Background: an optimization exercise with open tools, aiming at small area, a short achievable clock period and few clock cycles. Do not read the settings as production practice.
At most, simulation tests tie the RTL to the original design; equivalence was not proved.
The RTL of run 2 was laid out without a check of its function.
Power is estimated from default activity; no workload was simulated.

## flow/design.v (module list and top-level ports; edited modules follow where they fit)
// module Banco_reg: 22 lines
// module Instr_Reg: 23 lines
// module RegDesloc: 26 lines
// module Registrador: 13 lines
// module control: 2439 lines
// module div: 106 lines
// module dlr: 6 lines
// module dsr: 7 lines
// module mult: 62 lines
// module mux1_4x1: 9 lines
// module mux32_2x1: 7 lines
// module mux32_4x1: 9 lines
// module mux32_8x1: 14 lines
// module mux5_2x1: 7 lines
// module mux5_4x1: 9 lines
// module shiftleft16_16_32: 5 lines
// module shiftleft2_26_28: 5 lines
// module shiftleft2_32_32: 5 lines
// module signextend16_32: 5 lines
// module signextend1_32: 5 lines
// module ula32: 48 lines
// module unsignextend26_32: 5 lines
// module cpu: 329 lines
module cpu (clk, reset, mem_rdata, mem_addr, mem_wr, mem_wdata);
  // ...
==> flow/run.sh <==
#!/bin/bash
# synth_recipe.tcl (not shown) runs the flow's synth.tcl, then flattens the netlist and writes it again
# the make line also repeats each setting of config.mk as NAME=value (left out here)
make -C /OpenROAD-flow-scripts/flow DESIGN_CONFIG=/design/flow/config.mk WORK_HOME=/design/flow/orfs CLKGATE_MAP_FILE= SYNTH_SCRIPT=/design/flow/synth_recipe.tcl finish
==> flow/config.mk <==
export PLATFORM = sky130hd
export DESIGN_NAME = cpu
export DESIGN_NICKNAME = cpu
export VERILOG_FILES = /design/flow/design.v
export SDC_FILE = /design/flow/constraint.sdc
export NUM_CORES = 4
export LEC_CHECK = 0
export CAP_MARGIN = 20
export CELL_PAD_IN_SITES_DETAIL_PLACEMENT = 1
export CELL_PAD_IN_SITES_GLOBAL_PLACEMENT = 2
export CORE_MARGIN = 2
export CORE_UTILIZATION = 30
export PLACE_DENSITY = 0.5
export SLEW_MARGIN = 20
==> flow/constraint.sdc <==
create_clock -name core_clock -period 17.0 [get_ports {clk}]
set_input_delay 3.4000 -clock core_clock [delete_from_list [all_inputs] [get_ports {clk}]]
set_output_delay 3.4000 -clock core_clock [all_outputs]
set_load 0.01 [all_outputs]
==> qor.txt, run 1 <==
largest net degree at the start of global routing: 163
Worst Path Buf+Inv: 6
Worst Slack Setup Final: 0.706 ns
minimum clock period: 16.29 ns
htree depth: 4
Setup WS pre-CTS: 1.01 ns
crit path DAT: 17.09 ns
grt peak-use layer: met2
relative slew slack: 12.8%
Pint: 13.5 mW
first-pass GRT wire length: 912,000 um
complex-gate fraction of the synthesized area: 25.5%
Max Freq: 0.0614 GHz
CTS buffer count: 236
NetSw: 13.7 mW
XOR/XNOR Fraction of Synth Area: 2.59%
Pins Over Slew Limit: 0
most frequent cells in the layout: nor2_1, a21oi_1, dfrtp_1, nand2_1, o21ai_0
outcome: finished clean
count leader, synth: nor2_1
post-DR wirelength/cell: 39.4 um
syn_area_per_cell: 8.45 um2
routing usage on met2: 57.5%
P_seq: 7.97 mW
Die Wd: 598 um
share of layout cells above drive strength 1: 10.1%
Worst path max stage delay: 0.67 ns
I/O Pins: 99
Synth cell types: 97
post-synth top area share: 32.0%
Max Cap Viol: 0
Tcrit/Tclk final: 95.8%
smallest hold slack: 0.455 ns
clock latency (worst-skew pair): 1.01 ns
Final Cell Area: 122,000 um2
largest family of logic cells by synthesized area: compound AO/OA/AOI/OAI gates
worst-path fanout max: 29
#FFs+latches synth: 1,898
diodes inserted: 35
Testbench counts, summed over its fixed seeds: cycles 322,332.
==> module cpu, before the edit <==
module cpu (clk, reset, mem_rdata, mem_addr, mem_wr, mem_wdata);
	input wire clk;
	input wire reset;
	input wire [31:0]mem_rdata;
	output wire [31:0]mem_addr;
	output wire mem_wr;
	output wire [31:0]mem_wdata;
	wire [31:0]pc_out;
	wire [31:0]reg_alu_out;
	wire [31:0]mem_adress_in;
	wire [31:0]mdr_out;
	wire [31:0]dsr_out;
	wire [31:0]dlr_out;
	wire [5:0]opcode;
	wire [4:0]rs;
	wire [4:0]rt;
	wire [31:0]epc_out;
	wire [5:0]stateout;
	wire [15:0]imediate;
	wire [4:0]rd = imediate[15:11];
	parameter stack_pointer = 5'd29;  
	parameter stack_top = 32'd227;
	parameter return_adress = 5'd31;  
	parameter opcode_exp = 32'd253;  
	parameter over_exp = 32'd254;  
	parameter div_exp = 32'd255;  
	parameter alu_4 = 32'd4;
	parameter alu_1 = 32'd1;
	parameter undefined = 32'd0; 
	wire lt;
	wire gt;
	wire et;
	wire [31:0]lt_32;
	wire [31:0]pc_in;
	wire [31:0]branch;
	wire [4:0]shift_amt;
	wire [31:0]shift_in;
	wire [5:0]funct = imediate[5:0];
	wire [31:0]incdecadr;
	wire [25:0]instruction_26 = {rs, rt, imediate};
	wire [27:0]instruction_28;
	wire [31:0]jump_adr = {pc_out[31:28], instruction_28};
	wire [31:0]read_data_a;
	wire [31:0]read_data_b;
	wire [31:0]reg_out_a;
	wire [31:0]reg_out_b;
	wire [4:0]write_register;
	wire [31:0]write_data;
	wire [31:0]write_data_mem;
	wire [31:0]alu_in_a;
	wire [31:0]alu_in_b;
	wire [31:0]alu_result;
	wire [31:0]shift_out;
	wire [31:0]imediate_lui;
	wire [31:0]mult_high_out;
	wire [31:0]mult_low_out;
	wire [31:0]div_high_out;
	wire [31:0]div_low_out;
	wire [31:0]high_in;
	wire [31:0]low_in;
	wire [31:0]high_out;
	wire [31:0]low_out;
	wire [31:0]imediate_extend;
	wire [31:0]mem_out;
	wire multend;
	wire divend;
	wire alu_logic_out;
	wire pcwrite;
	wire pcwritecond;
	wire pcwritecondand = pcwritecond & alu_logic_out;
	wire pcwriteor = pcwrite | pcwritecondand;
	wire inccontrol;
	wire memrw;
	wire irwrite;
	wire mdrwrite;
	wire mloadab;
	wire dloadab;
	wire mult;
	wire div;
	wire divzero;
	wire muxhigh;
	wire muxlow;
	wire highwrite;
	wire lowwrite;
	wire regwrite;
	wire awrite;
	wire bwrite;
	wire aluoutwrite;
	wire epcwrite;
	wire shamtcontrol;
	wire shiftval;
	wire overflowalu;
	wire [1:0]alulogic;
	wire [1:0]alusrca;
	wire [2:0]alusrcb;
	wire [1:0]regdest;
	wire [1:0]dlrcontrol;
	wire [1:0]dsrcontrol;
	wire [2:0]iord;
	wire [2:0]memtoreg;
	wire [2:0]aluop;
	wire [2:0]shiftcontrol;
	wire [2:0]pcsrc;
	control ctrl (
		.clk(clk),
		.reset(reset),
		.opCode(opcode),
		.funct(funct),
		.overFlow(overflowalu), 
		.divZero(divzero),
		.multend(multend),
		.divend(divend),
		.iord(iord),
		.memrw(memrw),
		.irwrite(irwrite),
		.regdest(regdest),
		.memtoreg(memtoreg),
		.regwrite(regwrite),
		.awrite(awrite),
		.bwrite(bwrite),
		.alusrca(alusrca),
		.alusrcb(alusrcb),
		.aluop(aluop),
		.aluoutwrite(aluoutwrite),
		.pcsrc(pcsrc),
		.pcwrite(pcwrite),
		.pcwritecond(pcwritecond),
		.dsrcontrol(dsrcontrol),
		.inccontrol(inccontrol),
		.mdrwrite(mdrwrite),
		.mloadab(mloadab),
		.mult(mult),
		.dloadab(dloadab),
		.div(div),
		.muxhigh(muxhigh),
		.muxlow(muxlow),
		.highwrite(highwrite),
		.lowwrite(lowwrite),
		.dlrcontrol(dlrcontrol),
		.shamtcontrol(shamtcontrol),
		.shiftval(shiftval),
		.shiftcontrol(shiftcontrol),
		.epcwrite(epcwrite),
		.alulogic(alulogic),
		.state(stateout)
	);
	signextend16_32 extend16_32 (.in(imediate), .out(imediate_extend));
	shiftleft2_32_32 shift_extend32_32 (.imediate(imediate_extend), .imediate_shifted(branch));
	shiftleft2_26_28 shift_extend26_28 (.instruction_26(instruction_26), .instruction_28(instruction_28));
	shiftleft16_16_32 shift_extend16_32 (.imediate(imediate), .imediate_shifted(imediate_lui));
	signextend1_32 extend1_32 (.lt(lt), .lt_32(lt_32));
	unsignextend26_32 extend26_32 (.instruction_26(instruction_26), .instruction_32(incdecadr));
	Registrador pc (.Clk(clk), .Reset(reset), .Load(pcwriteor), .Entrada(pc_in), .Saida(pc_out));
	Registrador rega (.Clk(clk), .Reset(reset), .Load(awrite), .Entrada(read_data_a), .Saida(reg_out_a));
	Registrador regb (.Clk(clk), .Reset(reset), .Load(bwrite), .Entrada(read_data_b), .Saida(reg_out_b));
	Registrador aluout (.Clk(clk), .Reset(reset), .Load(aluoutwrite), .Entrada(alu_result), .Saida(reg_alu_out));
	Registrador epc (.Clk(clk), .Reset(reset), .Load(epcwrite), .Entrada(alu_result), .Saida(epc_out));
	Registrador high (.Clk(clk), .Reset(reset), .Load(highwrite), .Entrada(high_in), .Saida(high_out));
	Registrador low (.Clk(clk), .Reset(reset), .Load(lowwrite), .Entrada(low_in), .Saida(low_out));
	Registrador mdr (.Clk(clk), .Reset(reset), .Load(mdrwrite), .Entrada(mem_out), .Saida(mdr_out));
	Instr_Reg ir (.Clk(clk), .Reset(reset), .Load_ir(irwrite), .Entrada(mem_out), .Instr31_26(opcode), .Instr25_21(rs), .Instr20_16(rt), .Instr15_0(imediate));
	mux32_8x1 mux_iord (  
		.a(pc_out),
		.b(incdecadr),
		.c(opcode_exp),
		.d(over_exp),
		.e(div_exp),
		.f(reg_alu_out),
		.g(undefined),  
		.h(undefined),  
		.sel(iord),
		.out(mem_adress_in)
	);
	mux5_4x1 mux_regdest (  
		.a(rt), 
		.b(rd), 
		.c(return_adress), 
		.d(stack_pointer), 
		.sel(regdest), 
		.out(write_register)
	);
	mux32_8x1 mux_memtoreg (  
		.a(stack_top),
		.b(imediate_lui),
		.c(lt_32),
		.d(reg_alu_out),
		.e(shift_out),
		.f(low_out), 
		.g(high_out),
		.h(dlr_out), 
		.sel(memtoreg),
		.out(write_data)
	);
	mux32_4x1 mux_alusrca (  
		.a(pc_out),
		.b(mdr_out),
		.c(reg_out_a),
		.d(undefined),  
		.sel(alusrca),
		.out(alu_in_a)
	);
	mux32_8x1 mux_alusrcb (  
		.a(reg_out_b),
		.b(alu_1),
		.c(alu_4),
		.d(imediate_extend),
		.e(branch),
		.f(undefined),  
		.g(undefined),  
		.h(undefined),  
		.sel(alusrcb), 
		.out(alu_in_b)
	);
	mux32_8x1 mux_pcsrc (  
		.a(alu_result),
		.b(epc_out),
		.c(dlr_out),
		.d(jump_adr),
		.e(reg_alu_out),
		.f(reg_out_a),
		.g(undefined),  
		.h(undefined),  
		.sel(pcsrc),
		.out(pc_in)
	);
	mux5_2x1 mux_shamtcontrol (  
		.a(imediate[10:6]),
		.b(reg_out_b[4:0]),
		.sel(shamtcontrol),
		.out(shift_amt)
	);
	mux32_2x1 mux_shiftval (  
		.a(reg_out_b),
		.b(reg_out_a),
		.sel(shiftval),
		.out(shift_in)
	);
	mux32_2x1 mux_high (  
		.a(mult_high_out),
		.b(div_high_out),
		.sel(muxhigh),
		.out(high_in)
	);
	mux32_2x1 mux_low (  
		.a(mult_low_out),
		.b(div_low_out),
		.sel(muxlow),
		.out(low_in)
	);
	mux32_2x1 mux_inc (  
		.a(reg_alu_out),
		.b(dsr_out),
		.sel(inccontrol),
		.out(write_data_mem)
	);
	mux1_4x1 mux_alulogic (  
		.a(et),
		.b(~et),
		.c(gt),
		.d(~gt),
		.sel(alulogic),
		.out(alu_logic_out)
	);
	Banco_reg bancoreg (  
		.Clk(clk),
		.Reset(reset),
		.RegWrite(regwrite),
		.ReadReg1(rs),
		.ReadReg2(rt),
		.WriteReg(write_register),
		.WriteData(write_data),
		.ReadData1(read_data_a),
		.ReadData2(read_data_b)
	);
	RegDesloc shift_reg (  
		.Clk(clk),
		.Reset(reset),
		.Shift(shiftcontrol),
		.N(shift_amt),
		.Entrada(shift_in),
		.Saida(shift_out)
	);
	ula32 alu (  
		.A(alu_in_a),
		.B(alu_in_b),
		.Seletor(aluop),
		.S(alu_result),
		.Overflow(overflowalu),
		.Menor(lt),
		.Igual(et),
		.Maior(gt)
	);
	mult MULT (
		.clk(clk),
		.mult(mloadab),
		.reset(reset),
		.a(reg_out_a),
		.b(reg_out_b),
		.high(mult_high_out),
		.low(mult_low_out),
		.mult_end(multend)
	);
	div DIV (
		.clk(clk),
		.reset(reset),
		.div(dloadab),
		.div_end(divend),
		.div_zero(divzero),
		.a(reg_out_a),
		.b(reg_out_b),
		.high(div_high_out),
		.low(div_low_out)
	);
	assign mem_addr = mem_adress_in;
	assign mem_wr = memrw;
	assign mem_wdata = write_data_mem;
	assign mem_out = mem_rdata;
	dlr DLR (
		.data(mdr_out),
		.dlrcontrol(dlrcontrol),
		.out(dlr_out)
	);
	dsr DSR (
		.b(reg_out_b),
		.data(mdr_out),
		.dsrcontrol(dsrcontrol),
		.out(dsr_out)
	);
endmodule
==> inputs of run 2 (changes only) <==
==> flow/design.v (replaced) <==
module cpu (clk, reset, mem_rdata, mem_addr, mem_wr, mem_wdata);
	input wire clk;
	input wire reset;
	input wire [31:0] mem_rdata;
	output wire [31:0] mem_addr;
	output wire mem_wr;
	output wire [31:0] mem_wdata;
	reg [31:0] fpc, hpc;
	reg ft1, ft2, fen;
	reg [1:0] qn;
	reg [31:0] q0, q1, q2;
	reg bus_d, dwr;
	reg [31:0] daddr, wdata;
	reg [31:0] epc;
	reg ex_v;
	reg [2:0] es;
	reg exc;
	reg [31:0] ex_a, ex_b, x_pc, x_alt;
	reg [25:0] x_imm;
	reg [4:0] x_wa;
	reg x_wr, x_ovf, x_sub, x_useimm;
	reg r_sum, r_and, r_slt, r_sh, r_hi, r_lo, r_a;
	reg x_shv, x_shl, x_sha;
	reg x_br, x_pred;
	reg [1:0] x_brk;
	reg x_ld, x_sw, x_sbsh, x_incdec, x_mult, x_div, x_unk;
	reg [1:0] x_sz;
	localparam S_IDLE = 3'd0, S_RD1 = 3'd1, S_RD2 = 3'd2, S_RD3 = 3'd3, S_INC = 3'd4;
	assign mem_addr = bus_d ? daddr : fpc;
	assign mem_wr = dwr;
	assign mem_wdata = wdata;
	wire rf_we;
	wire [4:0] rf_wa;
	wire [31:0] rf_wd;
	wire [31:0] rf_r1, rf_r2;
	wire [5:0] op = q0[31:26];
	wire [4:0] rs = q0[25:21];
	wire [4:0] rt = q0[20:16];
	wire [4:0] rd = q0[15:11];
	wire [5:0] fn = q0[5:0];
	wire [15:0] imm = q0[15:0];
	regfile rf (.clk(clk), .reset(reset), .we(rf_we), .wa(rf_wa), .wd(rf_wd),
		.ra1(rs), .ra2(rt), .rd1(rf_r1), .rd2(rf_r2));
	wire md_busy;
	wire md_start_mult, md_start_div;
	wire [31:0] hi, lo;
	mdu md (.clk(clk), .reset(reset), .start_mult(md_start_mult), .start_div(md_start_div),
		.a(ex_a), .b(ex_b), .busy(md_busy), .hi(hi), .lo(lo));
	wire dv = (qn != 2'd0);
	wire rtype = (op == 6'h00);
	wire d_add  = rtype & (fn == 6'h20);
	wire d_sub  = rtype & (fn == 6'h22);
	wire d_and  = rtype & (fn == 6'h24);
	wire d_sll  = rtype & (fn == 6'h00);
	wire d_srl  = rtype & (fn == 6'h02);
	wire d_sra  = rtype & (fn == 6'h03);
	wire d_sllv = rtype & (fn == 6'h04);
	wire d_srav = rtype & (fn == 6'h07);
	wire d_slt  = rtype & (fn == 6'h2a);
	wire d_mfhi = rtype & (fn == 6'h10);
	wire d_mflo = rtype & (fn == 6'h12);
	wire d_mult = rtype & (fn == 6'h18);
	wire d_div  = rtype & (fn == 6'h1a);
	wire d_jr   = rtype & (fn == 6'h08);
	wire d_rte  = rtype & (fn == 6'h13);
	wire d_brk  = rtype & (fn == 6'h0d);
	wire d_j    = (op == 6'h02);
	wire d_jal  = (op == 6'h03);
	wire d_beq  = (op == 6'h04);
	wire d_bne  = (op == 6'h05);
	wire d_ble  = (op == 6'h06);
	wire d_bgt  = (op == 6'h07);
	wire d_addi = (op == 6'h08);
	wire d_addiu= (op == 6'h09);
	wire d_slti = (op == 6'h0a);
	wire d_lui  = (op == 6'h0f);
	wire d_inc  = (op == 6'h10);
	wire d_dec  = (op == 6'h11);
	wire d_lb   = (op == 6'h20);
	wire d_lh   = (op == 6'h21);
	wire d_lw   = (op == 6'h23);
	wire d_sb   = (op == 6'h28);
	wire d_sh   = (op == 6'h29);
	wire d_sw   = (op == 6'h2b);
	wire d_br   = d_beq | d_bne | d_ble | d_bgt;
	wire d_ld   = d_lb | d_lh | d_lw;
	wire d_known = d_add | d_sub | d_and | d_sll | d_srl | d_sra | d_sllv | d_srav | d_slt |
		d_mfhi | d_mflo | d_mult | d_div | d_jr | d_rte | d_brk | d_j | d_jal | d_br |
		d_addi | d_addiu | d_slti | d_lui | d_inc | d_dec | d_ld | d_sb | d_sh | d_sw;
	wire d_rwr  = d_add | d_sub | d_and | d_sll | d_srl | d_sra | d_sllv | d_srav | d_slt |
		d_mfhi | d_mflo;
	wire d_iwr  = d_addi | d_addiu | d_slti | d_lui;
	wire fwd_en;
	wire [31:0] rs_val = (fwd_en && rf_wa == rs) ? rf_wd : rf_r1;
	wire [31:0] rt_val = (fwd_en && rf_wa == rt) ? rf_wd : rf_r2;
	wire [31:0] hpc4 = hpc + 32'd4;
	wire [31:0] br_tgt = hpc4 + {{14{imm[15]}}, imm, 2'b00};
	wire d_pred = d_br & imm[15];
	wire d_redir = d_j | d_jal | d_jr | d_rte | d_brk | d_pred;
	wire [31:0] d_tgt = (d_j | d_jal) ? {hpc4[31:28], q0[25:0], 2'b00} :
		d_jr ? rs_val : d_rte ? epc : d_brk ? hpc : br_tgt;
	wire [31:0] y = x_useimm ? {{16{x_imm[15]}}, x_imm[15:0]} : ex_b;
	wire [31:0] yn = x_sub ? ~y : y;
	wire [31:0] sum = ex_a + yn + {31'b0, x_sub};
	wire ovf = (ex_a[31] == yn[31]) & (sum[31] != ex_a[31]);
	wire lt = sum[31] ^ ovf;
	wire eq = (ex_a == ex_b);
	wire gt = ~lt & ~eq;
	wire taken = (x_brk == 2'd0) ? eq : (x_brk == 2'd1) ? ~eq : (x_brk == 2'd2) ? ~gt : gt;
	wire [31:0] sh_val = x_shv ? ex_a : ex_b;
	wire [4:0] sh_amt = x_shv ? ex_b[4:0] : x_imm[10:6];
	wire [31:0] sh_l = sh_val << sh_amt;
	wire [31:0] sh_r = $signed({x_sha & sh_val[31], sh_val}) >>> sh_amt;
	wire [31:0] sh_res = x_shl ? sh_l : sh_r;
	wire [31:0] alu_res = ({32{r_sum}} & sum) | ({32{r_and}} & (ex_a & ex_b)) |
		({32{r_slt}} & {31'b0, lt}) | ({32{r_sh}} & sh_res) | ({32{r_hi}} & hi) |
		({32{r_lo}} & lo) | ({32{r_a}} & ex_a);
	wire idle = (es == S_IDLE);
	wire md_op = x_mult | x_div | r_hi | r_lo;
	wire md_wait = md_op & md_busy;
	wire mem_seq = x_ld | x_sbsh | x_incdec;
	wire exc_raise = ex_v & ((idle & ~md_wait & (x_unk | (x_ovf & ovf) | (x_div & (ex_b == 32'd0)))) |
		(es == S_INC & ovf));
	wire [1:0] exc_code = (idle & x_unk) ? 2'd1 : (idle & x_div) ? 2'd3 : 2'd2;
	wire mispred = ex_v & idle & x_br & (taken != x_pred);
	wire ex_flush = exc_raise | mispred;
	wire ex_accept = ~ex_v | (idle & ~mem_seq & ~md_wait) |
		(es == S_RD3 & (exc | x_ld | x_sbsh)) | (es == S_INC);
	assign md_start_mult = ex_v & idle & x_mult & ~md_busy;
	assign md_start_div = ex_v & idle & x_div & ~md_busy & (ex_b != 32'd0);
	wire [31:0] ld_data = (x_sz == 2'd0) ? {24'b0, mem_rdata[7:0]} :
		(x_sz == 2'd1) ? {16'b0, mem_rdata[15:0]} : mem_rdata;
	assign fwd_en = (ex_v & idle & x_wr) | (es == S_RD3 & x_ld & ~exc);
	assign rf_we = (ex_v & idle & x_wr & ~(x_ovf & ovf) & ~md_wait) | (es == S_RD3 & x_ld & ~exc);
	assign rf_wa = x_wa;
	assign rf_wd = (es == S_RD3) ? ld_data : alu_res;
	wire d_haz = d_jr & (es == S_RD3) & x_ld & (x_wa == rs);
	wire fire = dv & ex_accept & ~d_haz;      
	wire d_flush = fire & d_redir;
	wire [1:0] qn_pop = qn - {1'b0, fire};
	wire [2:0] qn_after = {1'b0, qn_pop} + {2'b0, ft2};
	wire issue = ~bus_d & fen & ((qn_after + {2'b0, ft1}) <= 3'd2);
	wire [31:0] s0 = fire ? q1 : q0;
	wire [31:0] s1 = fire ? q2 : q1;
	always @(posedge clk) begin
		q0 <= (ft2 && qn_pop == 2'd0) ? mem_rdata : s0;
		q1 <= (ft2 && qn_pop == 2'd1) ? mem_rdata : s1;
		q2 <= (ft2 && qn_pop == 2'd2) ? mem_rdata : q2;
	end
	always @(posedge clk or posedge reset) begin
		if (reset) begin
			fpc <= 32'd0;
			hpc <= 32'd0;
			ft1 <= 1'b0;
			ft2 <= 1'b0;
			fen <= 1'b1;
			qn <= 2'd0;
		end else begin
			if (es == S_RD3 && exc) begin
				fpc <= {24'b0, mem_rdata[7:0]};
				hpc <= {24'b0, mem_rdata[7:0]};
				fen <= 1'b1;
				ft1 <= 1'b0;
				ft2 <= 1'b0;
				qn <= 2'd0;
			end else if (mispred) begin
				fpc <= x_alt;
				hpc <= x_alt;
				ft1 <= 1'b0;
				ft2 <= 1'b0;
				qn <= 2'd0;
			end else if (exc_raise) begin
				fen <= 1'b0;
				ft1 <= 1'b0;
				ft2 <= 1'b0;
				qn <= 2'd0;
			end else if (d_flush) begin
				fpc <= d_tgt;
				hpc <= d_tgt;
				ft1 <= 1'b0;
				ft2 <= 1'b0;
				qn <= 2'd0;
			end else begin
				if (issue) fpc <= fpc + 32'd4;
				if (fire) hpc <= hpc4;
				ft1 <= issue;
				ft2 <= ft1;
				qn <= qn_after[1:0];
			end
		end
	end
	always @(posedge clk) begin
		if (fire & ex_accept) begin
			ex_a <= d_jal ? hpc4 : d_lui ? {imm, 16'b0} : rs_val;
			ex_b <= (d_inc | d_dec) ? 32'd1 : rt_val;
			x_pc <= hpc;
			x_alt <= d_pred ? hpc4 : br_tgt;
			x_imm <= q0[25:0];
			x_wa <= d_jal ? 5'd31 : rtype ? rd : rt;
			x_wr <= d_rwr | d_iwr | d_jal;
			x_ovf <= d_add | d_sub | d_addi;
			x_sub <= d_sub | d_slt | d_slti | d_br | d_dec;
			x_useimm <= d_addi | d_addiu | d_slti | d_ld | d_sb | d_sh | d_sw;
			r_sum <= d_add | d_sub | d_addi | d_addiu;
			r_and <= d_and;
			r_slt <= d_slt | d_slti;
			r_sh <= d_sll | d_srl | d_sra | d_sllv | d_srav;
			r_hi <= d_mfhi;
			r_lo <= d_mflo;
			r_a <= d_jal | d_lui;
			x_shv <= d_sllv | d_srav;
			x_shl <= d_sll | d_sllv;
			x_sha <= d_sra | d_srav;
			x_br <= d_br;
			x_pred <= d_pred;
			x_brk <= d_beq ? 2'd0 : d_bne ? 2'd1 : d_ble ? 2'd2 : 2'd3;
			x_ld <= d_ld;
			x_sz <= (d_lb | d_sb) ? 2'd0 : (d_lh | d_sh) ? 2'd1 : 2'd2;
			x_sw <= d_sw;
			x_sbsh <= d_sb | d_sh;
			x_incdec <= d_inc | d_dec;
			x_mult <= d_mult;
			x_div <= d_div;
			x_unk <= ~d_known;
		end else if (es == S_RD3 && x_incdec && !exc) begin
			ex_a <= mem_rdata;
		end
	end
	always @(posedge clk or posedge reset) begin
		if (reset) begin
			ex_v <= 1'b0;
			es <= S_IDLE;
			exc <= 1'b0;
			bus_d <= 1'b0;
			dwr <= 1'b0;
			epc <= 32'd0;
		end else begin
			bus_d <= 1'b0;
			dwr <= 1'b0;
			if (exc_raise) begin
				epc <= x_pc;
				exc <= 1'b1;
				es <= S_RD1;
				bus_d <= 1'b1;
				ex_v <= 1'b1;
			end else begin
				case (es)
				S_IDLE: begin
					if (ex_v & mem_seq & ~mispred) begin
						es <= S_RD1;
						bus_d <= 1'b1;
					end else if (ex_v & x_sw) begin
						bus_d <= 1'b1;
						dwr <= 1'b1;
					end
				end
				S_RD1: es <= S_RD2;
				S_RD2: es <= S_RD3;
				S_RD3: begin
					if (exc) begin
						es <= S_IDLE;
						exc <= 1'b0;
					end else if (x_incdec) begin
						es <= S_INC;
					end else begin
						es <= S_IDLE;
						if (x_sbsh) begin
							bus_d <= 1'b1;
							dwr <= 1'b1;
						end
					end
				end
				S_INC: begin
					es <= S_IDLE;
					bus_d <= 1'b1;
					dwr <= 1'b1;
				end
				default: es <= S_IDLE;
				endcase
				if (ex_accept & !(es == S_IDLE & ex_v & mem_seq))
					ex_v <= fire & ~mispred;
			end
		end
	end
	always @(posedge clk) begin
		if (exc_raise) begin
			daddr <= {30'b0, exc_code} + 32'd252;
		end else if (es == S_IDLE) begin
			daddr <= x_incdec ? {6'b0, x_imm} : sum;
			wdata <= ex_b;
		end else if (es == S_RD3) begin
			wdata <= (x_sz == 2'd0) ? {mem_rdata[31:8], ex_b[7:0]} : {mem_rdata[31:16], ex_b[15:0]};
		end else if (es == S_INC) begin
			wdata <= sum;
		end
	end
endmodule
module regfile (clk, reset, we, wa, wd, ra1, ra2, rd1, rd2);
	input wire clk, reset, we;
	input wire [4:0] wa, ra1, ra2;
	input wire [31:0] wd;
	output wire [31:0] rd1, rd2;
	reg [31:0] r [0:31];
	reg [31:0] v;
	integer i;
	always @(posedge clk)
		if (we) r[wa] <= wd;
	always @(posedge clk or posedge reset)
		if (reset) v <= 32'b0;
		else if (we) v[wa] <= 1'b1;
	wire [31:0] init1 = (ra1 == 5'd29) ? 32'd227 : 32'd0;
	wire [31:0] init2 = (ra2 == 5'd29) ? 32'd227 : 32'd0;
	assign rd1 = v[ra1] ? r[ra1] : init1;
	assign rd2 = v[ra2] ? r[ra2] : init2;
endmodule
module mdu (clk, reset, start_mult, start_div, a, b, busy, hi, lo);
	input wire clk, reset, start_mult, start_div;
	input wire [31:0] a, b;
	output reg busy;
	output reg [31:0] hi, lo;
	localparam P_MUL = 3'd0, P_NEGA = 3'd1, P_NEGB = 3'd2, P_DIV = 3'd3, P_FIXQ = 3'd4, P_FIXR = 3'd5;
	reg [2:0] ph;
	reg [5:0] cnt;
	reg [2:0] ext;
	reg [32:0] m;
	reg prev, sq, sr;
	wire [2:0] dig = {lo[1:0], prev};
	wire d_zero = (dig == 3'b000) | (dig == 3'b111);
	wire d_two = (dig == 3'b011) | (dig == 3'b100);
	wire d_neg = dig[2];
	wire [34:0] mm = d_two ? {m[32], m, 1'b0} : {{2{m[32]}}, m};
	reg [34:0] pa, pb;
	reg cin;
	always @(*) begin
		pa = 35'd0;
		pb = 35'd0;
		cin = 1'b0;
		case (ph)
		P_MUL: begin
			pa = {ext, hi};
			pb = d_zero ? 35'd0 : (d_neg ? ~mm : mm);
			cin = ~d_zero & d_neg;
		end
		P_NEGA: begin pb = ~{3'b0, lo}; cin = 1'b1; end
		P_NEGB: begin pb = ~{2'b0, m}; cin = 1'b1; end
		P_DIV: begin pa = {2'b0, hi, lo[31]}; pb = ~{3'b0, m[31:0]}; cin = 1'b1; end
		P_FIXQ: begin pb = ~{3'b0, lo}; cin = 1'b1; end
		default: begin pb = ~{3'b0, hi}; cin = 1'b1; end
		endcase
	end
	wire [34:0] s = pa + pb + {34'b0, cin};
	always @(posedge clk or posedge reset) begin
		if (reset) begin
			busy <= 1'b0;
			hi <= 32'd0;
			lo <= 32'd0;
			ph <= P_MUL;
			cnt <= 6'd0;
			ext <= 3'd0;
			m <= 33'd0;
			prev <= 1'b0;
			sq <= 1'b0;
			sr <= 1'b0;
		end else if (start_mult) begin
			busy <= 1'b1;
			ph <= P_MUL;
			cnt <= 6'd15;
			hi <= 32'd0;
			ext <= 3'd0;
			lo <= b;
			prev <= 1'b0;
			m <= {a[31] & (a[30:0] != 31'd0), a};
		end else if (start_div) begin
			busy <= 1'b1;
			ph <= a[31] ? P_NEGA : b[31] ? P_NEGB : P_DIV;
			cnt <= 6'd31;
			hi <= 32'd0;
			lo <= a;
			m <= {1'b0, b};
			sq <= a[31] ^ b[31];
			sr <= a[31];
		end else if (busy) begin
			case (ph)
			P_MUL: begin
				{ext, hi} <= {s[34], s[34], s[34:2]};
				lo <= {s[1:0], lo[31:2]};
				prev <= lo[1];
				cnt <= cnt - 6'd1;
				if (cnt == 6'd0) busy <= 1'b0;
			end
			P_NEGA: begin
				lo <= s[31:0];
				ph <= m[31] ? P_NEGB : P_DIV;
			end
			P_NEGB: begin
				m <= {1'b0, s[31:0]};
				ph <= P_DIV;
			end
			P_DIV: begin
				if (!s[34]) begin
					hi <= s[31:0];
					lo <= {lo[30:0], 1'b1};
				end else begin
					hi <= {hi[30:0], lo[31]};
					lo <= {lo[30:0], 1'b0};
				end
				cnt <= cnt - 6'd1;
				if (cnt == 6'd0) begin
					ph <= sq ? P_FIXQ : sr ? P_FIXR : P_MUL;
					if (!sq && !sr) busy <= 1'b0;
				end
			end
			P_FIXQ: begin
				lo <= s[31:0];
				ph <= sr ? P_FIXR : P_MUL;
				if (!sr) busy <= 1'b0;
			end
			default: begin
				hi <= s[31:0];
				ph <= P_MUL;
				busy <= 1'b0;
			end
			endcase
		end
	end
endmodule
==> run 2 against run 1 <==
Flip-flop and latch count down 269; power fell by 68%; die area is 12% lower; cell count down 31%; global-route usage down 8.0 points; highest routed layer unchanged.
==> qor.txt, run 2 <==
Die ar.: 314,000 um2
number of global-route vias before repair: 71,700
first-pass GRT wire length: 628,000 um (-31%)
initial antenna violation count: 39
Most used DFF post-synth: edfxtp_1
Async S/R FF share, synth: 15.4%
RSZ-0062 raised after global routing: false
hold buffers post-CTS: 0
DRC: 0
crit path DAT: 8.48 ns (-8.61 ns)
GRT overflow: 0
Synth area leader: edfxtp_1
Max Root-Sink Buffers: 4
Stages on worst setup path: 22
Cells after Synth: 7,322
Reg with most FFs: rf.r
fin nets: 7,571
count of final hold-check violations: 0
Core Region: 309,000 um2
CP Launch Type: flop
P per Cell Area: 81.4 nW/um2
synth top area cells: edfxtp_1, mux4_2, dfrtp_1, a21oi_1, mux2i_1
CTS tree: done
Post-CTS Setup Inserts: 0
Post-synth EDFFs: 1,368
Worst-Margin Slew: 1.21 ns
routability cong.: 0.916
worst-path fanout max: 17 (-41%)
Netlist Area Pre-Place: 92,900 um2
share of layout cells above drive strength 1: 20.9% (+11 points)
outcome: finished clean
Pins Over Slew Limit: 0 (unchanged)
Post-Route Setup TNS: 0 ns
Iter 0 DRT Violations: 7,525
Worst path max stage delay: 0.80 ns (+0.13 ns)
CTS resizes: 0
I/O Pins: 99 (unchanged)
synth cell count leaders: edfxtp_1, mux4_2, nand2_1
HP Class: reg2reg
Cell Area, Placed: 100,000 um2
Leak: 36.9 nW
total global-route track usage: 28.5%
vias per cell: 6.03
max FFs per register: 1,024
relative slew slack: 18.3% (+5.6 points)
CTS clk-pin slew, worst paths: 0.06 ns
Routed WL: 456,000 um
Die Y: 561 um
CTS sink cnt: 1,629
Post-Syn Nets: 7,499
CTS Root Cell: clkbuf_16
via count: 70,500
post-detail-place hpwl: 320,000 um
DRT Pass-1 Iters: 5
Tcrit/Tclk final: 45.3% (-51 points)
count leader, synth: edfxtp_1
#FFs+latches synth: 1,629 (-14%)
CP Cell Sequence: buf_4 > clkinv_1 > a21oi_1 > xnor2_1 > ha_1 > and2_1 > a221o_1 > a31oi_1 > o21ai_0 > a21oi_1 > o21ai_0 > a21oi_1 > fa_1 > nand2_1 > o21ai_0 > mux2_2 > nor3_2 > nand2_1 > nor2_1 > a211oi_1 > or3_1 > o311ai_1
post-synth top area share: 44.2% (+12 points)
commonest non-fill, non-tap cell in the layout: edfxtp_1
most frequent cells in the layout: edfxtp_1, mux4_2, nand2_1, nor2_1, a21oi_1
Die Wd: 561 um (-6.2%)
largest net degree at the start of global routing: 99 (-39%)
IO buf count: 98
crit end category: flop
Worst path top cell family by delay: simple AND/OR/NAND/NOR gates
post-synthesis sequential area ratio: 51.2%
htree depth: 4 (unchanged)
final setup fails: 0
r2r worst-path depth: 22
Max Cap Viol: 0 (unchanged)
Antenna Nets Post-Route: 0
Clock Skews: 0.0735 ns
Worst VDD drop: 0.0000758 V
CP Class: reg2reg
Max Freq: 0.130 GHz (+110%)
# placed instances: 11,300
Synth cell types: 101 (+4.1%)
fillers: 32,400
placement row count: 204
Initial Util: 30.1%
post-DR wirelength/cell: 39.0 um (-1.0%)
Hold Path Cell Cnt: 2
syn_area_per_cell: 12.7 um2 (+50%)
clock latency (worst-skew pair): 0.92 ns (-0.09 ns)
Critical-path top delay cell: nor3_2
minimum clock period: 7.70 ns (-8.59 ns)
Syn. warnings: 3
fin cells: 11,700
CTS buffer count: 203 (-14%)
Worst Path Buf+Inv: 2 (-4)
CP required: 17.77 ns
Layout area overhead: 14.7%
Final Cell Area: 107,000 um2 (-12%)
==> run 2: changes by cell type after synthesis, moves of 609 or more <==
cell      change
mux4_2      +609
nand2_1     -631
edfxtp_1   +1305
a21oi_1    -1042
dfrtp_1    -1100
nor2_1     -1227
clkbuf_1    -637
==> run 2: worst paths after layout <==
check | from | end | slack (ns)
worst max-delay path | x_useimm | hpc[5] | 9.30
worst min-delay path | x_pc[23] | epc[23] | 0.45
worst max register to register | x_useimm | hpc[5] | 9.30
worst min register to register | x_pc[23] | epc[23] | 0.45
max in group asynchronous | reset | fpc[19] | 11.89
min in group asynchronous | reset | md.hi[26] | 2.93
==> run 2: per-layer routing <==
| metal | wire, um | GRT usage, % | up-vias |
|---|---|---|---|
| met5 | 20 | 0 | - |
| met4 | 14400 | 8.42 | 4 |
| met3 | 24600 | 3.70 | 510 |
| met2 | 212000 | 45.5 | 2463 |
| met1 | 205000 | 40.2 | 38100 |
| li1 | - | - | 29500 |
==> run 2: layout make-up <==
cell class | count | area, um2 | area share (%)
antenna | 16 | 40.0 | 0.0376
clock buffer | 264 | 5490 | 5.15
clock inverter | 103 | 935 | 0.877
inverter | 84 | 330 | 0.310
multi-input combinational | 5056 | 43600 | 40.9
sequential | 1629 | 47600 | 44.7
tap | 4120 | 5150 | 4.84
timing repair buffer | 420 | 3470 | 3.25
==> run 2: through the flow <==
stage / setup slack (ns) / total power [mW] / util (%) / hold slack (ns)
after detailed placement: 9.38 / 4.42 / 32.4 / 0.437
after global routing: 8.95 / 8.91 / 34.5 / 0.457
after global placement: 9.40 / 4.42 / 32.4 / 0.424
final: 9.30 / 8.68 / 34.5 / 0.446
after CTS: 9.40 / 8.78 / 34.5 / 0.447
after floorplan: 6.70 / 4.38 / - / 0.422
==> run 2: cells by family after synthesis <==
family / count (synthesis) / synth area share [%]
AND/OR/NAND/NOR: 1871 / 9.49
adder cells (fa/ha/maj): 144 / 1.98
AO/OA/AOI/OAI: 1818 / 12.9
multiplexers: 1031 / 19.8
XOR/XNOR: 192 / 1.81
buffers and inverters: 637 / 2.78
flip-flops: 1629 / 51.2
==> run 2: power by group <==
part,internal (mW),switching [mW],total [mW]
Combinational,0.0153,0.0441,0.0594
Clock,2.49,1.85,4.34
Sequential,4.28,0.00160,4.28
Total,6.78,1.89,8.68
==> run 2: worst min-delay path: cells and delay by family, from the launching register on <==
family        cells  cell delay (ns)
simple gates      2             0.09
flops             1             0.32
==> inputs of run 3 (changes only) <==
==> flow/design.v (replaced) <==
module cpu (clk, reset, mem_rdata, mem_addr, mem_wr, mem_wdata);
	input wire clk;
	input wire reset;
	input wire [31:0] mem_rdata;
	output wire [31:0] mem_addr;
	output wire mem_wr;
	output wire [31:0] mem_wdata;
	localparam K_LD = 2'd0, K_SBSH = 2'd1, K_INC = 2'd2, K_EXC = 2'd3;
	localparam S_IDLE = 2'd0, S_WAIT = 2'd1, S_INC = 2'd2, S_XQ = 2'd3;
	reg [31:0] fpc, hpc;
	reg ft1, ft2, fp1, fp2, fen;
	reg [1:0] qn;
	reg [31:0] q0, q1, q2;
	reg qp0, qp1, qp2;
	reg btb_v;
	reg [31:0] btb_pc, btb_tgt;
	reg bus_d, dwr;
	reg [31:0] daddr, wdata;
	reg t1_v, t2_v, t3_v;
	reg [1:0] t1_k, t2_k, t3_k, t1_sz, t2_sz, t3_sz;
	reg [4:0] t1_wa, t2_wa, t3_wa;
	reg [31:0] epc;
	reg ex_v;
	reg [1:0] es;
	reg [31:0] ex_a, ex_b, x_pc, x_alt;
	reg [25:0] x_imm;
	reg [4:0] x_wa;
	reg x_wr, x_ovf, x_sub, x_useimm;
	reg r_sum, r_and, r_slt, r_sh, r_hi, r_lo, r_a;
	reg x_shv, x_shl, x_sha;
	reg x_br, x_pred;
	reg [1:0] x_brk;
	reg x_ld, x_sw, x_sbsh, x_incdec, x_mult, x_div, x_unk;
	reg [1:0] x_sz;
	reg wb_v;
	reg [4:0] wb_wa;
	reg [31:0] wb_wd;
	assign mem_addr = bus_d ? daddr : fpc;
	assign mem_wr = dwr;
	assign mem_wdata = wdata;
	wire [31:0] rf_r1, rf_r2;
	wire [5:0] op = q0[31:26];
	wire [4:0] rs = q0[25:21];
	wire [4:0] rt = q0[20:16];
	wire [4:0] rd = q0[15:11];
	wire [5:0] fn = q0[5:0];
	wire [15:0] imm = q0[15:0];
	regfile rf (.clk(clk), .reset(reset), .we(wb_v), .wa(wb_wa), .wd(wb_wd),
		.ra1(rs), .ra2(rt), .rd1(rf_r1), .rd2(rf_r2));
	wire md_busy;
	wire md_start_mult, md_start_div;
	wire [31:0] hi, lo;
	mdu md (.clk(clk), .reset(reset), .start_mult(md_start_mult), .start_div(md_start_div),
		.a(ex_a), .b(ex_b), .busy(md_busy), .hi(hi), .lo(lo));
	wire dv = (qn != 2'd0);
	wire rtype = (op == 6'h00);
	wire d_add  = rtype & (fn == 6'h20);
	wire d_sub  = rtype & (fn == 6'h22);
	wire d_and  = rtype & (fn == 6'h24);
	wire d_sll  = rtype & (fn == 6'h00);
	wire d_srl  = rtype & (fn == 6'h02);
	wire d_sra  = rtype & (fn == 6'h03);
	wire d_sllv = rtype & (fn == 6'h04);
	wire d_srav = rtype & (fn == 6'h07);
	wire d_slt  = rtype & (fn == 6'h2a);
	wire d_mfhi = rtype & (fn == 6'h10);
	wire d_mflo = rtype & (fn == 6'h12);
	wire d_mult = rtype & (fn == 6'h18);
	wire d_div  = rtype & (fn == 6'h1a);
	wire d_jr   = rtype & (fn == 6'h08);
	wire d_rte  = rtype & (fn == 6'h13);
	wire d_brk  = rtype & (fn == 6'h0d);
	wire d_j    = (op == 6'h02);
	wire d_jal  = (op == 6'h03);
	wire d_beq  = (op == 6'h04);
	wire d_bne  = (op == 6'h05);
	wire d_ble  = (op == 6'h06);
	wire d_bgt  = (op == 6'h07);
	wire d_addi = (op == 6'h08);
	wire d_addiu= (op == 6'h09);
	wire d_slti = (op == 6'h0a);
	wire d_lui  = (op == 6'h0f);
	wire d_inc  = (op == 6'h10);
	wire d_dec  = (op == 6'h11);
	wire d_lb   = (op == 6'h20);
	wire d_lh   = (op == 6'h21);
	wire d_lw   = (op == 6'h23);
	wire d_sb   = (op == 6'h28);
	wire d_sh   = (op == 6'h29);
	wire d_sw   = (op == 6'h2b);
	wire d_br   = d_beq | d_bne | d_ble | d_bgt;
	wire d_ld   = d_lb | d_lh | d_lw;
	wire d_known = d_add | d_sub | d_and | d_sll | d_srl | d_sra | d_sllv | d_srav | d_slt |
		d_mfhi | d_mflo | d_mult | d_div | d_jr | d_rte | d_brk | d_j | d_jal | d_br |
		d_addi | d_addiu | d_slti | d_lui | d_inc | d_dec | d_ld | d_sb | d_sh | d_sw;
	wire d_rwr  = d_add | d_sub | d_and | d_sll | d_srl | d_sra | d_sllv | d_srav | d_slt |
		d_mfhi | d_mflo;
	wire d_iwr  = d_addi | d_addiu | d_slti | d_lui;
	wire ex_fw;
	wire [31:0] alu_res;
	wire [31:0] rs_val = (ex_fw && x_wa == rs) ? alu_res : (wb_v && wb_wa == rs) ? wb_wd : rf_r1;
	wire [31:0] rt_val = (ex_fw && x_wa == rt) ? alu_res : (wb_v && wb_wa == rt) ? wb_wd : rf_r2;
	wire ex_ldp = ex_v & (es == S_IDLE) & x_ld;
	function pend;
		input [4:0] r;
		pend = (ex_ldp && x_wa == r) || (t1_v && t1_k == K_LD && t1_wa == r) ||
			(t2_v && t2_k == K_LD && t2_wa == r) || (t3_v && t3_k == K_LD && t3_wa == r);
	endfunction
	wire d_haz = pend(rs) | pend(rt) | (d_rwr & pend(rd)) | (d_jal & pend(5'd31)) |
		(d_jr & ex_fw & (x_wa == rs));
	wire [31:0] hpc4 = hpc + 32'd4;
	wire [31:0] br_tgt = hpc4 + {{14{imm[15]}}, imm, 2'b00};
	wire d_pred = d_br & imm[15];
	wire d_redir = d_j | d_jal | d_jr | d_rte | d_brk | d_pred;
	wire [31:0] d_tgt = (d_j | d_jal) ? {hpc4[31:28], q0[25:0], 2'b00} :
		d_jr ? rs_val : d_rte ? epc : d_brk ? hpc : br_tgt;
	wire [31:0] d_newpc = d_redir ? d_tgt : hpc4;
	wire [31:0] y = x_useimm ? {{16{x_imm[15]}}, x_imm[15:0]} : ex_b;
	wire [31:0] yn = x_sub ? ~y : y;
	wire [32:0] sum1 = {ex_a, 1'b1} + {yn, x_sub};
	wire [31:0] sum = sum1[32:1];
	wire ovf = (ex_a[31] == yn[31]) & (sum[31] != ex_a[31]);
	wire lt = sum[31] ^ ovf;
	wire eq = (ex_a == ex_b);
	wire gt = ~lt & ~eq;
	wire taken = (x_brk == 2'd0) ? eq : (x_brk == 2'd1) ? ~eq : (x_brk == 2'd2) ? ~gt : gt;
	wire [31:0] sh_val = x_shv ? ex_a : ex_b;
	wire [4:0] sh_amt = x_shv ? ex_b[4:0] : x_imm[10:6];
	wire [31:0] sh_l = sh_val << sh_amt;
	wire [31:0] sh_r = $signed({x_sha & sh_val[31], sh_val}) >>> sh_amt;
	wire [31:0] sh_res = x_shl ? sh_l : sh_r;
	assign alu_res = ({32{r_sum}} & sum) | ({32{r_and}} & (ex_a & ex_b)) |
		({32{r_slt}} & {31'b0, lt}) | ({32{r_sh}} & sh_res) | ({32{r_hi}} & hi) |
		({32{r_lo}} & lo) | ({32{r_a}} & ex_a);
	wire idle = (es == S_IDLE);
	wire t3_ld = t3_v & (t3_k == K_LD);
	wire t3_sbsh = t3_v & (t3_k == K_SBSH);
	wire t3_inc = t3_v & (t3_k == K_INC);
	wire t3_exc = t3_v & (t3_k == K_EXC);
	wire sbsh_pend = (t1_v & (t1_k == K_SBSH)) | (t2_v & (t2_k == K_SBSH)) | t3_sbsh;
	wire md_op = x_mult | x_div | r_hi | r_lo;
	wire md_wait = md_op & md_busy;
	wire x_mem = x_ld | x_sw | x_sbsh | x_incdec;
	wire mem_wait = x_mem & sbsh_pend;
	wire ex_hold = x_wr & t3_ld;           
	wire ex_go = ex_v & idle & ~md_wait & ~mem_wait & ~ex_hold;
	assign ex_fw = ex_v & idle & x_wr & ~ex_hold;
	wire exc_raise = (ex_go & (x_unk | (x_ovf & ovf) | (x_div & (ex_b == 32'd0)))) |
		(ex_v & (es == S_INC) & ovf);
	wire [1:0] exc_code = (idle & x_unk) ? 2'd1 : (idle & x_div) ? 2'd3 : 2'd2;
	wire mispred = ex_go & x_br & (taken != x_pred);
	wire ex_accept = ~ex_v | (ex_go & ~x_incdec) | (es == S_INC);
	assign md_start_mult = ex_go & x_mult;
	assign md_start_div = ex_go & x_div & (ex_b != 32'd0);
	wire [31:0] ld_data = (t3_sz == 2'd0) ? {24'b0, mem_rdata[7:0]} :
		(t3_sz == 2'd1) ? {16'b0, mem_rdata[15:0]} : mem_rdata;
	wire fire = dv & ex_accept & ~d_haz;      
	wire d_flush = fire & (qp0 ? ~d_pred : d_redir);
	wire [1:0] qn_pop = qn - {1'b0, fire};
	wire [2:0] qn_after = {1'b0, qn_pop} + {2'b0, ft2};
	wire issue = ~bus_d & fen & ((qn_after + {2'b0, ft1}) <= 3'd2);
	wire btb_hit = btb_v & (fpc == btb_pc);
	always @(posedge clk) begin
		q0 <= (ft2 && qn_pop == 2'd0) ? mem_rdata : fire ? q1 : q0;
		q1 <= (ft2 && qn_pop == 2'd1) ? mem_rdata : fire ? q2 : q1;
		q2 <= (ft2 && qn_pop == 2'd2) ? mem_rdata : q2;
		qp0 <= (ft2 && qn_pop == 2'd0) ? fp2 : fire ? qp1 : qp0;
		qp1 <= (ft2 && qn_pop == 2'd1) ? fp2 : fire ? qp2 : qp1;
		qp2 <= (ft2 && qn_pop == 2'd2) ? fp2 : qp2;
	end
	always @(posedge clk or posedge reset) begin
		if (reset) begin
			fpc <= 32'd0;
			hpc <= 32'd0;
			ft1 <= 1'b0;
			ft2 <= 1'b0;
			fp1 <= 1'b0;
			fp2 <= 1'b0;
			fen <= 1'b1;
			qn <= 2'd0;
			btb_v <= 1'b0;
			btb_pc <= 32'd0;
			btb_tgt <= 32'd0;
		end else begin
			fp1 <= issue & btb_hit;
			fp2 <= fp1;
			if (t3_exc) begin
				fpc <= {24'b0, mem_rdata[7:0]};
				hpc <= {24'b0, mem_rdata[7:0]};
				fen <= 1'b1;
				ft1 <= 1'b0;
				ft2 <= 1'b0;
				qn <= 2'd0;
			end else if (mispred) begin
				fpc <= x_alt;
				hpc <= x_alt;
				ft1 <= 1'b0;
				ft2 <= 1'b0;
				qn <= 2'd0;
			end else if (exc_raise) begin
				fen <= 1'b0;
				ft1 <= 1'b0;
				ft2 <= 1'b0;
				qn <= 2'd0;
			end else if (d_flush) begin
				fpc <= d_newpc;
				hpc <= d_newpc;
				ft1 <= 1'b0;
				ft2 <= 1'b0;
				qn <= 2'd0;
				if (d_pred) begin
					btb_v <= 1'b1;
					btb_pc <= hpc;
					btb_tgt <= br_tgt;
				end
			end else begin
				if (issue) fpc <= btb_hit ? btb_tgt : fpc + 32'd4;
				if (fire) hpc <= d_newpc;
				ft1 <= issue;
				ft2 <= ft1;
				qn <= qn_after[1:0];
			end
		end
	end
	always @(posedge clk) begin
		if (fire) begin
			ex_a <= d_jal ? hpc4 : d_lui ? {imm, 16'b0} : rs_val;
			ex_b <= (d_inc | d_dec) ? 32'd1 : rt_val;
			x_pc <= hpc;
			x_alt <= d_pred ? hpc4 : br_tgt;
			x_imm <= q0[25:0];
			x_wa <= d_jal ? 5'd31 : rtype ? rd : rt;
			x_wr <= d_rwr | d_iwr | d_jal;
			x_ovf <= d_add | d_sub | d_addi;
			x_sub <= d_sub | d_slt | d_slti | d_br | d_dec;
			x_useimm <= d_addi | d_addiu | d_slti | d_ld | d_sb | d_sh | d_sw;
			r_sum <= d_add | d_sub | d_addi | d_addiu;
			r_and <= d_and;
			r_slt <= d_slt | d_slti;
			r_sh <= d_sll | d_srl | d_sra | d_sllv | d_srav;
			r_hi <= d_mfhi;
			r_lo <= d_mflo;
			r_a <= d_jal | d_lui;
			x_shv <= d_sllv | d_srav;
			x_shl <= d_sll | d_sllv;
			x_sha <= d_sra | d_srav;
			x_br <= d_br;
			x_pred <= d_pred;
			x_brk <= d_beq ? 2'd0 : d_bne ? 2'd1 : d_ble ? 2'd2 : 2'd3;
			x_ld <= d_ld;
			x_sz <= (d_lb | d_sb) ? 2'd0 : (d_lh | d_sh) ? 2'd1 : 2'd2;
			x_sw <= d_sw;
			x_sbsh <= d_sb | d_sh;
			x_incdec <= d_inc | d_dec;
			x_mult <= d_mult;
			x_div <= d_div;
			x_unk <= ~d_known;
		end else if (t3_inc) begin
			ex_a <= mem_rdata;
		end
	end
	always @(posedge clk or posedge reset) begin
		if (reset) begin
			wb_v <= 1'b0;
		end else begin
			wb_v <= t3_ld | (ex_go & x_wr & ~(x_ovf & ovf));
		end
	end
	always @(posedge clk) begin
		wb_wa <= t3_ld ? t3_wa : x_wa;
		wb_wd <= t3_ld ? ld_data : alu_res;
	end
	reg [1:0] xcode;
	wire sched_exc = exc_raise & ~sbsh_pend;
	wire sched_xq = (es == S_XQ) & ~sbsh_pend;
	wire sched_mem = ex_go & x_mem;
	always @(posedge clk or posedge reset) begin
		if (reset) begin
			ex_v <= 1'b0;
			es <= S_IDLE;
			bus_d <= 1'b0;
			dwr <= 1'b0;
			epc <= 32'd0;
			xcode <= 2'd0;
			t1_v <= 1'b0;
			t2_v <= 1'b0;
			t3_v <= 1'b0;
		end else begin
			bus_d <= 1'b0;
			dwr <= 1'b0;
			t1_v <= 1'b0;
			t2_v <= t1_v;
			t3_v <= t2_v;
			if (t3_sbsh) begin
				bus_d <= 1'b1;
				dwr <= 1'b1;
			end
			if (exc_raise) begin
				epc <= x_pc;
				ex_v <= 1'b1;
				xcode <= exc_code;
				if (sched_exc) begin
					es <= S_WAIT;
					bus_d <= 1'b1;
					t1_v <= 1'b1;
				end else begin
					es <= S_XQ;
				end
			end else begin
				case (es)
				S_IDLE: begin
					if (sched_mem) begin
						bus_d <= 1'b1;
						if (x_sw) dwr <= 1'b1;
						else t1_v <= 1'b1;
						if (x_incdec) es <= S_WAIT;
					end
				end
				S_XQ: begin
					if (sched_xq) begin
						es <= S_WAIT;
						bus_d <= 1'b1;
						t1_v <= 1'b1;
					end
				end
				S_WAIT: begin
					if (t3_inc) es <= S_INC;
					if (t3_exc) begin
						es <= S_IDLE;
						ex_v <= 1'b0;
					end
				end
				default: begin   
					es <= S_IDLE;
					bus_d <= 1'b1;
					dwr <= 1'b1;
				end
				endcase
				if (ex_accept)
					ex_v <= fire & ~mispred;
			end
		end
	end
	always @(posedge clk) begin
		t2_k <= t1_k; t2_wa <= t1_wa; t2_sz <= t1_sz;
		t3_k <= t2_k; t3_wa <= t2_wa; t3_sz <= t2_sz;
		if (sched_exc) begin
			daddr <= {30'b0, exc_code} + 32'd252;
			t1_k <= K_EXC;
		end else if (sched_xq) begin
			daddr <= {30'b0, xcode} + 32'd252;
			t1_k <= K_EXC;
		end else if (sched_mem) begin
			daddr <= x_incdec ? {6'b0, x_imm} : sum;
			t1_k <= x_ld ? K_LD : x_sbsh ? K_SBSH : K_INC;
			t1_wa <= x_wa;
			t1_sz <= x_sz;
		end
		if (t3_sbsh)
			wdata <= (t3_sz == 2'd0) ? {mem_rdata[31:8], wdata[7:0]} : {mem_rdata[31:16], wdata[15:0]};
		else if (sched_mem)
			wdata <= ex_b;
		else if (es == S_INC)
			wdata <= sum;
	end
endmodule
module regfile (clk, reset, we, wa, wd, ra1, ra2, rd1, rd2);
	input wire clk, reset, we;
	input wire [4:0] wa, ra1, ra2;
	input wire [31:0] wd;
	output wire [31:0] rd1, rd2;
	reg [31:0] r [0:31];
	reg [31:0] v;
	always @(posedge clk)
		if (we) r[wa] <= wd;
	always @(posedge clk or posedge reset)
		if (reset) v <= 32'b0;
		else if (we) v[wa] <= 1'b1;
	wire [31:0] init1 = (ra1 == 5'd29) ? 32'd227 : 32'd0;
	wire [31:0] init2 = (ra2 == 5'd29) ? 32'd227 : 32'd0;
	assign rd1 = v[ra1] ? r[ra1] : init1;
	assign rd2 = v[ra2] ? r[ra2] : init2;
endmodule
module mdu (clk, reset, start_mult, start_div, a, b, busy, hi, lo);
	input wire clk, reset, start_mult, start_div;
	input wire [31:0] a, b;
	output reg busy;
	output reg [31:0] hi, lo;
	localparam P_MUL = 3'd0, P_NEGA = 3'd1, P_NEGB = 3'd2, P_DIV = 3'd3, P_FIXQ = 3'd4, P_FIXR = 3'd5;
	reg [2:0] ph;
	reg [5:0] cnt;
	reg [4:0] ext;
	reg [32:0] m;
	reg prev, sq, sr;
	wire [2:0] dg0 = {lo[1:0], prev};
	wire [2:0] dg1 = lo[3:1];
	wire z0 = (dg0 == 3'b000) | (dg0 == 3'b111);
	wire w0 = (dg0 == 3'b011) | (dg0 == 3'b100);
	wire n0 = dg0[2] & ~z0;
	wire z1 = (dg1 == 3'b000) | (dg1 == 3'b111);
	wire w1 = (dg1 == 3'b011) | (dg1 == 3'b100);
	wire n1 = dg1[2] & ~z1;
	wire [36:0] mm0 = z0 ? 37'd0 : w0 ? {{3{m[32]}}, m, 1'b0} : {{4{m[32]}}, m};
	wire [36:0] mm1 = z1 ? 37'd0 : w1 ? {{1{m[32]}}, m, 3'b0} : {{2{m[32]}}, m, 2'b0};
	wire [36:0] pp0 = n0 ? ~mm0 : mm0;
	wire [36:0] pp1 = n1 ? ~mm1 : mm1;
	wire [36:0] msum = {ext, hi} + pp0 + pp1 + {35'd0, n0 & n1, n0 ^ n1};
	reg [34:0] pa, pb;
	always @(*) begin
		pa = 35'd0;
		pb = 35'd0;
		case (ph)
		P_NEGA: pb = ~{3'b0, lo};
		P_NEGB: pb = ~{2'b0, m};
		P_DIV: begin pa = {2'b0, hi, lo[31]}; pb = ~{3'b0, m[31:0]}; end
		P_FIXQ: pb = ~{3'b0, lo};
		default: pb = ~{3'b0, hi};
		endcase
	end
	wire [35:0] s1 = {pa, 1'b1} + {pb, 1'b1};
	wire [34:0] s = s1[35:1];
	wire skip = (hi == 32'd0) & (lo[31:28] == 4'd0) & (cnt >= 6'd4);
	always @(posedge clk or posedge reset) begin
		if (reset) begin
			busy <= 1'b0;
			hi <= 32'd0;
			lo <= 32'd0;
			ph <= P_MUL;
			cnt <= 6'd0;
			ext <= 5'd0;
			m <= 33'd0;
			prev <= 1'b0;
			sq <= 1'b0;
			sr <= 1'b0;
		end else if (start_mult) begin
			busy <= 1'b1;
			ph <= P_MUL;
			cnt <= 6'd7;
			hi <= 32'd0;
			ext <= 5'd0;
			lo <= b;
			prev <= 1'b0;
			m <= {a[31] & (a[30:0] != 31'd0), a};
		end else if (start_div) begin
			busy <= 1'b1;
			ph <= a[31] ? P_NEGA : b[31] ? P_NEGB : P_DIV;
			cnt <= 6'd32;
			hi <= 32'd0;
			lo <= a;
			m <= {1'b0, b};
			sq <= a[31] ^ b[31];
			sr <= a[31];
		end else if (busy) begin
			case (ph)
			P_MUL: begin
				{ext, hi} <= {{4{msum[36]}}, msum[36:4]};
				lo <= {msum[3:0], lo[31:4]};
				prev <= lo[3];
				cnt <= cnt - 6'd1;
				if (cnt == 6'd0) busy <= 1'b0;
			end
			P_NEGA: begin
				lo <= s[31:0];
				ph <= m[31] ? P_NEGB : P_DIV;
			end
			P_NEGB: begin
				m <= {1'b0, s[31:0]};
				ph <= P_DIV;
			end
			P_DIV: begin
				if (skip) begin
					lo <= {lo[27:0], 4'b0};
					cnt <= cnt - 6'd4;
				end else begin
					if (!s[34]) begin
						hi <= s[31:0];
						lo <= {lo[30:0], 1'b1};
					end else begin
						hi <= {hi[30:0], lo[31]};
						lo <= {lo[30:0], 1'b0};
					end
					cnt <= cnt - 6'd1;
				end
				if (cnt == 6'd1 || (skip && cnt == 6'd4)) begin
					ph <= sq ? P_FIXQ : sr ? P_FIXR : P_MUL;
					if (!sq && !sr) busy <= 1'b0;
				end
			end
			P_FIXQ: begin
				lo <= s[31:0];
				ph <= sr ? P_FIXR : P_MUL;
				if (!sr) busy <= 1'b0;
			end
			default: begin
				hi <= s[31:0];
				ph <= P_MUL;
				busy <= 1'b0;
			end
			endcase
		end
	end
endmodule
==> run 3 against run 2 <==
Largest power group unchanged; die area grew 11%; non-clock buffer count up 49; maximum frequency decreased by 2.1%; largest cell class unchanged; via count increased by 13%; first-iteration DRC count grew 13%; sequential power rose by 7.5%.
==> qor.txt, run 3 <==
RSZ-0062 raised after global routing: false
Most used DFF post-synth: edfxtp_1
Die Y: 590 um (+5.2%)
crit end category: flop
post-synthesis sequential area ratio: 49.3% (-1.9 points)
Max Cap Viol: 0 (unchanged)
placement row count: 215 (+5.4%)
Synth area leader: edfxtp_1
minimum clock period: 7.87 ns (+0.165 ns)
Core Region: 342,000 um2 (+11%)
crit path DAT: 8.69 ns (+0.21 ns)
CP Cell Sequence: inv_1 > ha_1 > nand4_1 > nor3_4 > buf_4 > nand2_1 > nand4_1 > nor2_4 > ha_1 > inv_1 > ha_1 > ha_1 > fa_1 > a211oi_1 > nand2_1 > nor2_1 > a211o_1 > nand2_1 > nor3_1 > a21oi_1
I/O Pins: 99 (unchanged)
Max Freq: 0.127 GHz (-2.1%)
Clock Skews: 0.113 ns (+0.0393 ns)
Reg with most FFs: rf.r
Max Root-Sink Buffers: 4 (unchanged)
CTS tree: done
outcome: finished clean
Syn. warnings: 3 (unchanged)
post-detail-place hpwl: 362,000 um (+13%)
largest net degree at the start of global routing: 93 (-6.1%)
Critical-path top delay cell: nand4_1
routability cong.: 0.949 (+3.6%)
Post-Synth Simple-Gate Area: 9.75% (+0.26 points)
vias per cell: 6.05 (+0.33%)
CP Class: reg2reg
via count: 79,500 (+13%)
Post-Synth Adder-Cell Area: 3.42% (+1.4 points)
Die Wd: 590 um (+5.2%)
Worst path max stage delay: 0.76 ns (-0.04 ns)
count of final hold-check violations: 0 (unchanged)
Cells after Synth: 8,346 (+14%)
CTS resizes: 0 (unchanged)
total global-route track usage: 29.4% (+1.0 points)
P per Cell Area: 79.4 nW/um2 (-2.4%)
fillers: 36,200 (+12%)
Iter 0 DRT Violations: 8,526 (+13%)
synth top area cells: edfxtp_1, mux4_2, dfrtp_1, ha_1, nand2_1
Synth cell types: 100 (-0.99%)
htree depth: 4 (unchanged)
DRT met1 WL: 237,000 um (+16%)
Tcrit/Tclk final: 46.3% (+0.97 points)
Post-synth EDFFs: 1,378 (+0.73%)
cell mode on critical path: ha_1
fin nets: 8,670 (+15%)
XOR/XNOR Fraction of Synth Area: 3.18% (+1.4 points)
IO buf count: 98 (unchanged)
overall power: 9.34 mW (+7.7%)
Netlist Area Pre-Place: 103,000 um2 (+11%)
Worst-Margin Slew: 1.25 ns (+0.0370 ns)
GRT overflow: 0 (unchanged)
DRC: 0 (unchanged)
#FFs+latches synth: 1,765 (+8.3%)
post-synth top area share: 40.2% (-4.0 points)
HP Class: reg2reg
CTS Root Cell: clkbuf_16
CP required: 17.82 ns (+0.05 ns)
complex-gate fraction of the synthesized area: 13.0% (+0.047 points)
CTS sink cnt: 1,765 (+8.3%)
Worst VDD drop: 0.0000811 V (+6.9%)
count leader, synth: edfxtp_1
worst-path fanout max: 36 (+19)
syn_area_per_cell: 12.3 um2 (-2.8%)
Top Layer Used: met5
Pins Over Slew Limit: 0 (unchanged)
Post-Route Setup TNS: 0 ns (unchanged)
Antenna Nets Post-Route: 0 (unchanged)
initial antenna violation count: 48 (+23%)
post-DR wirelength/cell: 39.7 um (+1.9%)
Detail Route met2 WL: 237,000 um (+12%)
Routed WL: 522,000 um (+14%)
Async S/R FF share, synth: 18.1% (+2.7 points)
commonest non-fill, non-tap cell in the layout: edfxtp_1
CTS buffer count: 219 (+7.9%)
max FFs per register: 1,024 (unchanged)
clock latency (worst-skew pair): 0.95 ns (+0.03 ns)
mux share of post-synthesis cell area: 18.5% (-1.3 points)
Post-CTS Setup Inserts: 0 (unchanged)
CTS clk-pin slew, worst paths: 0.06 ns (about the same)
Leak: 43.3 nW (+17%)
final setup fails: 0 (unchanged)
share of layout cells above drive strength 1: 19.5% (-1.4 points)
Initial Util: 30.1% (about the same)
number of global-route vias before repair: 80,400 (+12%)
CP Launch Type: flop
most frequent cells in the layout: edfxtp_1, nand2_1, mux4_2, nor2_1, a21oi_1
synth cell count leaders: edfxtp_1, nand2_1, mux4_2
largest family of logic cells by synthesized area: multiplexers
relative slew slack: 16.0% (-2.3 points)
first-pass GRT wire length: 714,000 um (+14%)
Die ar.: 348,000 um2 (+11%)
DRT Pass-1 Iters: 6 (+1)
hold buffers post-CTS: 0 (unchanged)
routed wl met3: 30,500 um (+24%)
Post-Syn Nets: 8,637 (+15%)
Layout area overhead: 14.2%
==> run 3: cell types whose count changed after synthesis, sizes merged, moves of 69 or more <==
cell    previous run  this run
nand2            607       702
xor2              49       184
ha               137       217
dfrtp            250       319
o21ai            348       449
clkbuf           373       470
==> run 3: power breakdown <==
group	switching (mW)	internal, mW
clock	2.01	2.66
combinational	0.0579	0.0116
sequential	0	4.60
total	2.07	7.27
==> run 3: cells by family after synthesis <==
group,count (synthesis)
and+or+nand+nor,2107
AOI/OAI and AO/OA,2018
DFF,1765
muxes,1070
buffers and inverters,755
xor gates and xnor gates,374
adders and majority gates,257
==> run 3: stage by stage <==
stage	utilization [%]	std cells	setup slack [ns]	cell area, um2	hold slack [ns]
detailed placement	32.3	12700	9.29	110000	0.319
finish	34.4	13100	9.13	118000	0.338
floorplan	-	8346	4.75	103000	0.310
global route	34.4	13100	8.78	118000	0.334
global placement	32.3	12700	9.42	110000	0.315
CTS	34.3	13100	9.27	117000	0.334
==> run 3: area by class of cell <==
type	count	area, um2	share of cell area [%]
inverter	98	375	0.319
timing repair buffer	469	3880	3.30
sequential	1765	50800	43.2
antenna	18	45.0	0.0383
multi-input combinational	5826	49800	42.4
clock buffer	292	5990	5.10
clock inverter	110	955	0.812
tap	4557	5700	4.85
==> run 3: worst max-delay path, delay by kind of cell, from the launching register on <==
kind            cells  cell delay (ns)
simple gates        9             3.72
buf+inv             3             0.74
flops               1             0.41
fa+ha+maj           5             1.82
compound gates      3             1.02
==> run 3: path summary, 6_finish.rpt <==
| check | from | slack [ns] | to | depth (start not counted) |
|---|---|---|---|---|
| setup reg to reg | es[0] | 9.13 | fpc[31] | 20 |
| hold reg to reg | t2_sz[1] | 0.34 | t3_sz[1] | 0 |
| max in group asynchronous | reset | 10.97 | fpc[8] | 5 |
| hold / removal | t2_sz[1] | 0.34 | t3_sz[1] | 0 |
| min in group asynchronous | reset | 3.10 | wb_v | 2 |
| setup / recovery | es[0] | 9.13 | fpc[31] | 20 |
==> run 3: routing by layer <==
metal,vias up,global-route usage (%)
met2,2861,46.3
met3,646,4.15
li1,33100,-
met5,-,0
met4,8,8.90
met1,42900,42.0
Testbench counts of run 3, summed over its fixed seeds: cycles 76,140.

## re-timing with driven ports
The flow's constraints put no driver on any port. The routed layouts listed below were extracted and timed again, unchanged, in two steps. Step 1, drivers: a clkbuf_16 drives clk and a buf_2 each remaining input, both assumed. Step 2 also shifts input and output timing later by t, the mid clock arrival at the registers, as if the neighbouring blocks saw the same clock. Three values: no drivers, after step 1, after step 2; two values: the first two.
run	t (ns)	setup WS [ns]	worst register clock-pin slew, ns
run 1	1.067	0.706 / 0.706 / 0.706	0.07 / 0.07
run 2	0.973	9.296 / 9.296 / 9.296	0.07 / 0.07
run 3	0.995	9.132 / 9.132 / 9.132	0.07 / 0.07
After both steps every run listed still meets setup and hold.
